Source: an optimization exercise on an open RTL-to-GDS flow (aim: a short achievable clock period and few clock cycles). Production flows keep margins and buffers that such runs may drop.
No functional check of the RTL was part of any run shown here.
Power and IR drop assume default switching activity.

--- design/flow/design.v ---
`timescale 1ns / 1ps
module top (
    input logic clk,
    input logic reset,
    output logic [4:0] curr_inst_addr,
    input logic [15:0] curr_inst,
    output logic write_enable_dmem,
    output logic [3:0] write_addr_dmem,
    output logic [7:0] write_data_dmem,
    output logic halted
);
  logic [7:0] rf[16];
  logic [7:0] dm[16];
  logic [4:0] pc;
  logic halted_r;
  logic [31:0] bp_t;
  logic ex_wr, ex_add, ex_br, ex_pred;
  logic [3:0] ex_rd;
  logic [15:0] ex_we;   
  logic [7:0] ex_a, ex_b, ex_l;
  logic [4:0] ex_pc1, ex_tgt, ex_bpc;
  logic st_v;
  logic [3:0] st_a;
  logic [7:0] st_d;
  logic [15:0] st_we;   
  assign curr_inst_addr = pc;
  assign write_enable_dmem = st_v;
  assign write_addr_dmem = st_a;
  assign write_data_dmem = st_d;
  assign halted = halted_r;
  logic [7:0] res;
  logic taken, mispredict;
  assign res = ex_add ? ex_a + ex_b : ex_l;
  assign taken = (ex_a == ex_b);
  assign mispredict = ex_br & (taken != ex_pred);
  logic [2:0] op;
  logic imm;
  logic [3:0] rd, ra, rb;
  logic [7:0] k8;
  logic [4:0] tgt;
  assign op = curr_inst[15:13];
  assign imm = curr_inst[12];
  assign rd = curr_inst[11:8];
  assign ra = curr_inst[7:4];
  assign rb = curr_inst[3:0];
  assign k8 = curr_inst[7:0];
  assign tgt = curr_inst[12:8];
  logic f_ok;
  assign f_ok = !halted_r && !mispredict;
  logic is_st, is_ld, is_add, is_br, is_halt;
  assign is_st = (op == 3'b000);
  assign is_ld = (op == 3'b001);
  assign is_add = (op == 3'b010);
  assign is_br = (op == 3'b101);
  assign is_halt = (op == 3'b111);
  logic [15:0] ra_oh, rb_oh, rd_oh;
  always_comb
    for (int j = 0; j < 16; j++) begin
      ra_oh[j] = (ra == 4'(j));
      rb_oh[j] = (rb == 4'(j));
      rd_oh[j] = (rd == 4'(j));
    end
  logic [7:0] rfa, rfb, dmb;
  always_comb begin
    rfa = 8'd0;
    rfb = 8'd0;
    dmb = 8'd0;
    for (int j = 0; j < 16; j++) begin
      rfa = rfa | (rf[j] & {8{ra_oh[j]}});
      rfb = rfb | (rf[j] & {8{rb_oh[j]}});
      dmb = dmb | (dm[j] & {8{rb_oh[j]}});
    end
  end
  logic fwa, fwb, fwm;
  assign fwa = ex_wr && (ex_rd == ra);
  assign fwb = ex_wr && (ex_rd == rb);
  assign fwm = st_v && (st_a == rb);
  logic [7:0] a_n, b_n, m_n;
  assign a_n = fwa ? res : rfa;
  assign b_n = fwb ? res : rfb;
  assign m_n = fwm ? st_d : dmb;
  logic [4:0] pc1;
  assign pc1 = pc + 5'd1;
  logic pred;
  assign pred = (ra == rb) || bp_t[pc];
  logic r0cap;
  logic cap;
  assign cap = !r0cap && (pc == 5'd0);
  logic [4:0] pc_other;
  always_comb
    if (mispredict) pc_other = ex_pred ? ex_pc1 : ex_tgt;
    else if (halted_r) pc_other = 5'd0;
    else pc_other = pc1;
  logic take;
  assign take = is_br && pred && !mispredict && !halted_r;
  logic [4:0] pc_n;
  assign pc_n = take ? tgt : pc_other;
  logic [4:0] pc_cap;
  assign pc_cap = is_br ? tgt : 5'd1;
  logic ld_wr;
  assign ld_wr = is_ld || is_add;
  logic [3:0] dst;
  assign dst = (is_ld && !imm) ? ra : rd;
  logic [15:0] dst_oh;
  assign dst_oh = (is_ld && !imm) ? ra_oh : rd_oh;
  logic [15:0] sta_oh;
  assign sta_oh = imm ? rd_oh : ra_oh;
  always_ff @(posedge clk)
    if (reset) begin
      r0cap <= cap;
      pc <= cap ? pc_cap : 5'd0;
      halted_r <= cap && is_halt;
      ex_wr <= cap && ld_wr;
      ex_we <= (cap && ld_wr) ? dst_oh : 16'd0;
      ex_br <= 1'b0;
      st_v <= cap && is_st;
      st_we <= (cap && is_st) ? sta_oh : 16'd0;
      bp_t <= 32'd0;
    end else begin
      r0cap <= 1'b0;
      pc <= pc_n;
      if (f_ok && is_halt) halted_r <= 1'b1;
      ex_wr <= f_ok && ld_wr;
      ex_we <= (f_ok && ld_wr) ? dst_oh : 16'd0;
      ex_br <= f_ok && is_br;
      st_v <= f_ok && is_st;
      st_we <= (f_ok && is_st) ? sta_oh : 16'd0;
      if (ex_br) bp_t[ex_bpc] <= taken;
    end
  always_ff @(posedge clk) begin
    ex_add <= is_add && !reset;
    ex_rd <= dst;
    ex_a <= a_n;
    ex_b <= b_n;
    if (reset) ex_l <= (imm && !is_add) ? k8 : 8'd0;
    else ex_l <= imm ? k8 : m_n;
    ex_pred <= pred;
    ex_pc1 <= pc1;
    ex_tgt <= tgt;
    ex_bpc <= pc;
    st_a <= imm ? rd : ra;
    st_d <= imm ? k8 : (reset ? 8'd0 : b_n);
  end
  always_ff @(posedge clk)
    for (int i = 0; i < 16; i++)
      if (reset) rf[i] <= 8'd0;
      else if (ex_we[i]) rf[i] <= res;
  always_ff @(posedge clk)
    for (int i = 0; i < 16; i++)
      if (reset) dm[i] <= 8'd0;
      else if (st_we[i]) dm[i] <= st_d;
endmodule
--- design/flow/run.sh ---
#!/bin/bash
# synth_recipe.tcl (not shown) runs the flow's synth.tcl, then flattens the netlist and writes it again
# the make line also repeats each setting of config.mk as NAME=value (left out here)
make -C /OpenROAD-flow-scripts/flow DESIGN_CONFIG=/design/flow/config.mk WORK_HOME=/design/flow/orfs CLKGATE_MAP_FILE= SYNTH_SCRIPT=/design/flow/synth_recipe.tcl finish
--- design/flow/config.mk ---
export PLATFORM = sky130hd
export DESIGN_NAME = top
export DESIGN_NICKNAME = top
export VERILOG_FILES = /design/flow/design.v
export SDC_FILE = /design/flow/constraint.sdc
export NUM_CORES = 8
export LEC_CHECK = 0
export ABC_CLOCK_PERIOD_IN_PS = 1500
export CAP_MARGIN = 20
export CORE_MARGIN = 2
export CORE_UTILIZATION = 40
export SETUP_SLACK_MARGIN = 3.0
export SLEW_MARGIN = 20
--- design/flow/constraint.sdc ---
create_clock -name core_clock -period 4.2 [get_ports {clk}]
set_input_delay 0.8400 -clock core_clock [delete_from_list [all_inputs] [get_ports {clk}]]
set_output_delay 0.8400 -clock core_clock [all_outputs]
set_load 0.01 [all_outputs]
==> results of run 1 <==
synth_stat cells, types with 7 or more instances:
cell type	count
nor4_1	7
nor2b_1	26
ha_1	12
buf_4	7
xor2_1	16
o22ai_1	12
o21ai_0	71
o2bb2ai_1	9
and3_1	19
a221oi_1	16
mux2_2	34
a32o_1	11
xnor2_1	11
buf_2	33
and2_1	9
mux2i_1	188
buf_1	15
a22o_1	24
nand3b_1	10
a22oi_1	44
a31oi_1	15
dfxtp_1	386
a32oi_1	18
clkbuf_1	127
inv_1	25
nand3_1	94
a211oi_1	121
a21oi_1	96
nand2b_1	29
nor3_1	30
mux4_2	10
a21oi_2	7
o221ai_1	10
nand2_1	95
nor2_1	338
cells in the final DEF (no fill, tap or decap), types with 22 or more instances in the layout:
master / count
nand3_2: 22
a22oi_1: 36
nand2_1: 82
a21oi_1: 62
o21ai_0: 36
a22o_1: 24
dfxtp_1: 323
mux2i_1: 179
o21ai_1: 27
a211oi_1: 38
a211oi_2: 82
nand3_1: 71
nand2b_1: 24
buf_4: 140
nor2_1: 317
buf_6: 79
dfxtp_2: 48
a21oi_2: 40
buf_12: 40
clkbuf_16: 47
layer usage:
metal | share of wire | vias up
met5 | 0 | -
met4 | 0.051 | 0
met3 | 0.13 | 314
met2 | 0.42 | 1299
met1 | 0.40 | 8958
li1 | - | 7887
registers in the layout (all words and copies together), names as in the netlist, 8 cells and up:
name   count
dm       128
ex_l       8
ex_b       8
st_d       8
ex_we     16
ex_a       8
rf       128
st_we     16
bp_t      32
power breakdown:
group | switching, mW | total (mW) | leakage, nW | internal, mW
clock network | 1.57 | 3.87 | 0.701 | 2.30
registers | 0.113 | 3.88 | 3.16 | 3.76
logic | 1.03 | 1.83 | 4.94 | 0.807
total | 2.71 | 9.58 | 8.81 | 6.87
worst paths after layout:
kind,startpoint,to,cells after the start
max reg2reg,ex_a[3],pc[0],9
max,ex_a[3],pc[0],9
min reg2reg,bp_t[14],bp_t[14],2
min,bp_t[14],bp_t[14],2
final cells by class:
cell class / count / area (um^2) / share of cell area
antenna: 2 / 5.00 / 0.000195
timing repair buffer: 302 / 3710 / 0.145
multi-input combinational: 1479 / 11700 / 0.458
clock buffer: 69 / 1350 / 0.0525
inverter: 28 / 130 / 0.00508
clock inverter: 5 / 78.8 / 0.00308
sequential: 387 / 7870 / 0.307
tap: 600 / 751 / 0.0293
metrics by stage:
step / hold WS, ps / total power [mW] / utilization / cells
2_1_floorplan: 390 / 4.72 / - / 2075
5_1_grt: 483 / 9.82 / 0.566 / 2871
3_3_place_gp: 414 / 4.99 / 0.435 / 2581
4_1_cts: 460 / 9.35 / 0.543 / 2820
6_report: 458 / 9.58 / 0.566 / 2872
3_5_place_dp: 422 / 5.00 / 0.435 / 2581
worst register-to-register path, delay by kind of cell (launching register included):
family                   cells  cell delay (ps)
flip-flops                   1              350
multiplexers                 2              610
AND/OR/NAND/NOR              4             1040
buffers and inverters        2              290
adder cells (fa/ha/maj)      1              350
cells by family after synthesis:
group,after synthesis,synth area share
AND/OR/NAND/NOR,693,0.173
AO/OA/AOI/OAI,506,0.195
flip-flops,387,0.423
multiplexers,234,0.137
buffers and inverters,214,0.0492
XOR/XNOR,28,0.0138
adder cells (fa/ha/maj),13,0.00929
repair_timing:
| item | CTS | global route |
|---|---|---|
| gates resized for setup | 535 | 178 |
| gates cloned | 21 | 2 |
| setup endpoints to repair | 391 | 286 |
| setup buffers | 144 | 48 |
| pin swaps | 123 | 73 |
| hold buffers | 0 | 0 |
| hold endpoints to repair | 0 | 0 |
==> impl_metrics.py, run 1 <==
metrics = {
    "outcome": {
        "outcome": "finished clean",
    },
    "global_route": {
        "top_usage_layer": "met2",
        "grt_max_degree": 81,
        "antenna_found_initial": 2,
        "grt_use_met3": 0.0936,
        "grtUsageMet2": 0.467,
        "met1_usage": 0.430,
        "grt_pass1_wl_um": 114000,
        "gr-total-overflow": 0,
        "grt_pass1_vias": 17400,
        "track_usage": 0.317,
    },
    "synth": {
        "synth_area_leaders": "dfxtp_1 42%, mux2i_1 10%, nor2_1 6.9%, a211oi_1 5.0%, a21oi_1 2.6%",
        "synthArstFlopShare": 0,
        "synth-edff-count": 1,
        "ys_types": 77,
        "yosysWarnings": 3,
        "synth_area_per_cell_um2": 8.83,
        "yosys_register_bits": 387,
        "synth_top_area_cell": "dfxtp_1",
        "synthesis.area_um2": 18300,
        "yosys.area.top_type_share": 0.422,
        "synth_fp_nets": 2106,
        "synth_flop_cell": "dfxtp_1",
        "syn_inst": 2075,
        "seq_area_frac_synth": 0.423,
    },
    "sta": {
        "fin_ws_ps": 1450,
        "finalSetupViolations": 0,
        "max_freq_mhz": 364,
        "slew_viol_final": 0,
        "grt_setup_unrepaired": "yes",
        "setup_tns_ps": 0,
        "clock_skew_ps": 21.3,
        "fin_crit_sh": 0.655,
        "period_minus_slack_ps": 2750,
        "finalHoldViolCount": 0,
        "relSlewSlack": 0.430,
        "tightest_slew_ps": 851,
    },
    "drt": {
        "drt-total-wl_um": 78000,
        "vias": 18500,
        "ant_nets": 0,
        "wl_per_cell_um": 27.2,
        "drt_iter0_markers": 2508,
        "firstDrtPassIters": 9,
        "viasPerCell": 6.43,
        "drc": 0,
    },
    "die": {
        "io_pins": 37,
        "die_h_um": 218,
        "die_w_um": 218,
        "rows": 78,
        "design.core.area_um2": 45300,
        "die-area_um2": 47500,
        "start_util": 0.405,
    },
    "setup_path": {
        "crit_arrival_ps": 3200,
        "critical-path-max-stage-delay_ps": 380,
        "path_cells": "ha_2 > or3_4 > nor3_4 > buf_12 > buf_16 > mux2_4 > nor3_4 > and2_4 > mux2_4",
        "worst-setup-path-type": "flip-flop to flip-flop",
        "worst-r2r-setup-slack_ps": 1450,
        "end_kind": "flip-flop",
        "crit_buf_inv": 2,
        "cp.required_ps": 4650,
        "critPathMaxFanout": 5,
        "start_kind": "flip-flop",
        "crit_family": "simple AND/OR/NAND/NOR gates",
        "cp_slowest_cell": "or3_4",
    },
    "cells_and_area": {
        "fillerInstances": 3835,
        "area_growth_syn_to_layout_pct": 39.9,
        "fin_area_um2": 25600,
        "drive_gt1_frac": 0.359,
        "nNetsFinal": 2271,
    },
    "clock_tree": {
        "cts-buffers-inserted": 42,
        "clk_pin_slew_worst_paths_ps": 70,
        "clk_latency_ps": 580,
        "cts_buffer_depth": 3,
        "cts_tree": "done",
        "clock-sinks": 387,
        "root_buffer": "clkbuf_16",
        "cts_max_level": 2,
    },
    "power": {
        "p_leak_nw": 8.81,
        "worst_ir_drop_vdd_mv": 0.401,
        "p_per_area_nw_per_um2": 374,
    },
    "placed_design": {
        "place_area_um2": 19700,
        "gp_congestion": 0.977,
        "port_buffers": 36,
        "dp_hpwl_um": 46800,
        "pre_cts_slack_ps": 834,
    },
    "job": {
        "drv_cap": 0,
    },
    "worst_hold_path": {
        "hold_path_class": "flip-flop to flip-flop",
    },
}
==> run 2, diff against run 1 <==
--- a/design/flow/config.mk
+++ b/design/flow/config.mk
@@ -5,7 +5,7 @@
 export SDC_FILE = /design/flow/constraint.sdc
 export NUM_CORES = 8
 export LEC_CHECK = 0
-export ABC_CLOCK_PERIOD_IN_PS = 1500
+export ABC_CLOCK_PERIOD_IN_PS = 800
 export CAP_MARGIN = 20
 export CORE_MARGIN = 2
 export CORE_UTILIZATION = 40
==> run 2 against run 1 <==
Net effect:
- register-to-register slack about the same
- worst setup slack is the same
- first-iteration DRC count unchanged
- highest routed layer unchanged
- sequential share of layout area did not move
- global-route usage stayed put
- hold slack is the same
- area after synthesis did not move
- largest cell class unchanged
==> impl_metrics.py, run 2 <==
metrics = {
    "sta": {
        "relSlewSlack": 0.430,
        "tightest_slew_ps": 851,
        "slew_viol_final": 0,
        "setup_tns_ps": 0,
        "fin_hold_ws_ps": 458,
        "period_minus_slack_ps": 2750,
        "fin_crit_sh": 0.655,
        "max_freq_mhz": 364,
        "grt_setup_unrepaired": "yes",
        "finalHoldViolCount": 0,
        "clock_skew_ps": 21.3,
        "finalSetupViolations": 0,
    },
    "synth": {
        "syn_inst": 2075,
        "yosysWarnings": 3,
        "synth.most_common_cell": "dfxtp_1",
        "ys_types": 77,
        "synth_top_area_cell": "dfxtp_1",
        "synth_fp_nets": 2106,
        "yosys_register_bits": 387,
        "seq_area_frac_synth": 0.423,
        "yosys.area.top_type_share": 0.422,
        "synth_area_leaders": "dfxtp_1 42%, mux2i_1 10%, nor2_1 6.9%, a211oi_1 5.0%, a21oi_1 2.6%",
        "synthesis.area_um2": 18300,
        "ys_top_cells_by_count": "386 x dfxtp_1, 338 x nor2_1, 188 x mux2i_1, 127 x clkbuf_1, 121 x a211oi_1",
        "synth_area_per_cell_um2": 8.83,
        "synthArstFlopShare": 0,
        "synth-edff-count": 1,
        "synth_flop_cell": "dfxtp_1",
    },
    "setup_path": {
        "cp.required_ps": 4650,
        "crit_arrival_ps": 3200,
        "end_kind": "flip-flop",
        "critPathMaxFanout": 5,
        "start_kind": "flip-flop",
        "worst-setup-path-type": "flip-flop to flip-flop",
    },
    "drt": {
        "drt_iter0_markers": 2508,
        "drt-total-wl_um": 78000,
        "wl_per_cell_um": 27.2,
        "ant_nets": 0,
        "drc": 0,
        "viasPerCell": 6.43,
        "firstDrtPassIters": 9,
        "vias": 18500,
    },
    "clock_tree": {
        "clk_pin_slew_worst_paths_ps": 70,
        "root_buffer": "clkbuf_16",
        "cts_buffer_depth": 3,
        "cts_tree": "done",
        "clk_latency_ps": 580,
        "cts-buffers-inserted": 42,
        "cts_max_level": 2,
        "clock-sinks": 387,
    },
    "global_route": {
        "grt_pass1_wl_um": 114000,
        "antenna_found_initial": 2,
        "grt_pass1_vias": 17400,
        "gr-total-overflow": 0,
        "track_usage": 0.317,
        "grt_max_degree": 81,
    },
    "placed_design": {
        "dp_hpwl_um": 46800,
        "placedCellCount": 2581,
        "gp_congestion": 0.977,
        "place_area_um2": 19700,
        "port_buffers": 36,
    },
    "cells_and_area": {
        "layout_commonest_cell": "dfxtp_1",
        "fin_area_um2": 25600,
        "area_growth_syn_to_layout_pct": 39.9,
        "drive_gt1_frac": 0.359,
        "reg_top3": "dm x128, rf x128, bp_t x32",
        "final_cell_mix": "323 x dfxtp_1, 317 x nor2_1, 179 x mux2i_1",
        "utilization": 0.566,
        "fin_cells": 2872,
        "nNetsFinal": 2271,
    },
    "outcome": {
        "outcome": "finished clean",
    },
    "die": {
        "start_util": 0.405,
        "die_h_um": 218,
        "io_pins": 37,
        "die_w_um": 218,
        "design.core.area_um2": 45300,
        "rows": 78,
        "die-area_um2": 47500,
    },
    "power": {
        "worst_ir_drop_vdd_mv": 0.401,
        "p_per_area_nw_per_um2": 374,
        "p_leak_nw": 8.81,
    },
    "job": {
        "drv_cap": 0,
    },
    "worst_hold_path": {
        "hold_path_class": "flip-flop to flip-flop",
    },
}
-- run 2: report_power, final --
| group | internal (mW) | switching (mW) |
|---|---|---|
| sequential | 3.76 | 0.113 |
| clock | 2.30 | 1.57 |
| combinational | 0.807 | 1.03 |
-- run 2: critical path, stage by stage (launching register included) --
cell and delay [ps]:
dfxtp_1 350, ha_2 350, or3_4 380, nor3_4 260, buf_12 180, buf_16 110, mux2_4 320, nor3_4 210
and2_4 190, mux2_4 290
-- run 2: final cells by class --
class                   count  area [um^2]
fillers                  3835        19700
multi-input cells        1479        11700
flip-flops and latches    387         7870
repair buffers            302         3710
clock buffers              69         1350
well taps                 600          751
inverters                  28          130
clock inverters             5         78.8
diodes                      2         5.00
-- run 2: what timing repair did --
action / in CTS / in global routing
pin swaps: 123 / 73
resized for setup: 535 / 178
endpoints found under the setup margin: 391 / 286
cloned: 21 / 2
setup buffers: 144 / 48
hold buffers: 0 / 0
endpoints found under the hold margin: 0 / 0
-- run 2: cells by family after synthesis --
logic type	share of synthesized area
adder cells (fa/ha/maj)	0.00929
XOR/XNOR	0.0138
buffers and inverters	0.0492
flip-flops	0.423
multiplexers	0.137
AO/OA/AOI/OAI	0.195
AND/OR/NAND/NOR	0.173
-- run 2: routing by layer --
layer,share of wire,routed length [um],GRT usage
met1,0.40,30900,0.430
met2,0.42,33100,0.467
met3,0.13,10000,0.0936
met4,0.051,4020,0.137
met5,0,0,0
-- run 2: stage by stage --
step | total power [mW] | worst slack, ps
final | 9.58 | 1450
after global routing | 9.82 | 1440
after CTS | 9.35 | 1480
after detailed placement | 5.00 | 834
after global placement | 4.99 | 762
after floorplan | 4.72 | 1700
-- run 2: worst paths after layout --
path / startpoint / to / slack [ps] / cells after the start
setup / recovery: ex_a[3] / pc[0] / 1450 / 9
hold / removal: bp_t[14] / bp_t[14] / 460 / 2
setup reg to reg: ex_a[3] / pc[0] / 1450 / 9
hold reg to reg: bp_t[14] / bp_t[14] / 460 / 2

-- re-timing with driven ports --
Ports are ideal in the flow. The routed layouts listed here were re-timed in OpenROAD. Step 1 sets driving cells, clkbuf_16 on the clock port and buf_2 on the other inputs (assumed; they add their load-dependent delay and slew). Step 2 also shifts input and output timing later by t, the mid clock arrival at the registers, as if the neighbouring blocks saw the same clock. Three values: ideal, step 1, step 2; two values: the first two.
run | t (ns) | slack for setup (ns) | latest minus earliest clock arrival (ns) | pins driven straight from the clock port
run 1 | 0.624 | 1.451 / 1.451 / 1.251 | 0.022 / 0.022 | 1
run 2 | 0.624 | 1.451 / 1.451 / 1.251 | 0.022 / 0.022 | 1
After both steps every run listed still meets setup and hold.
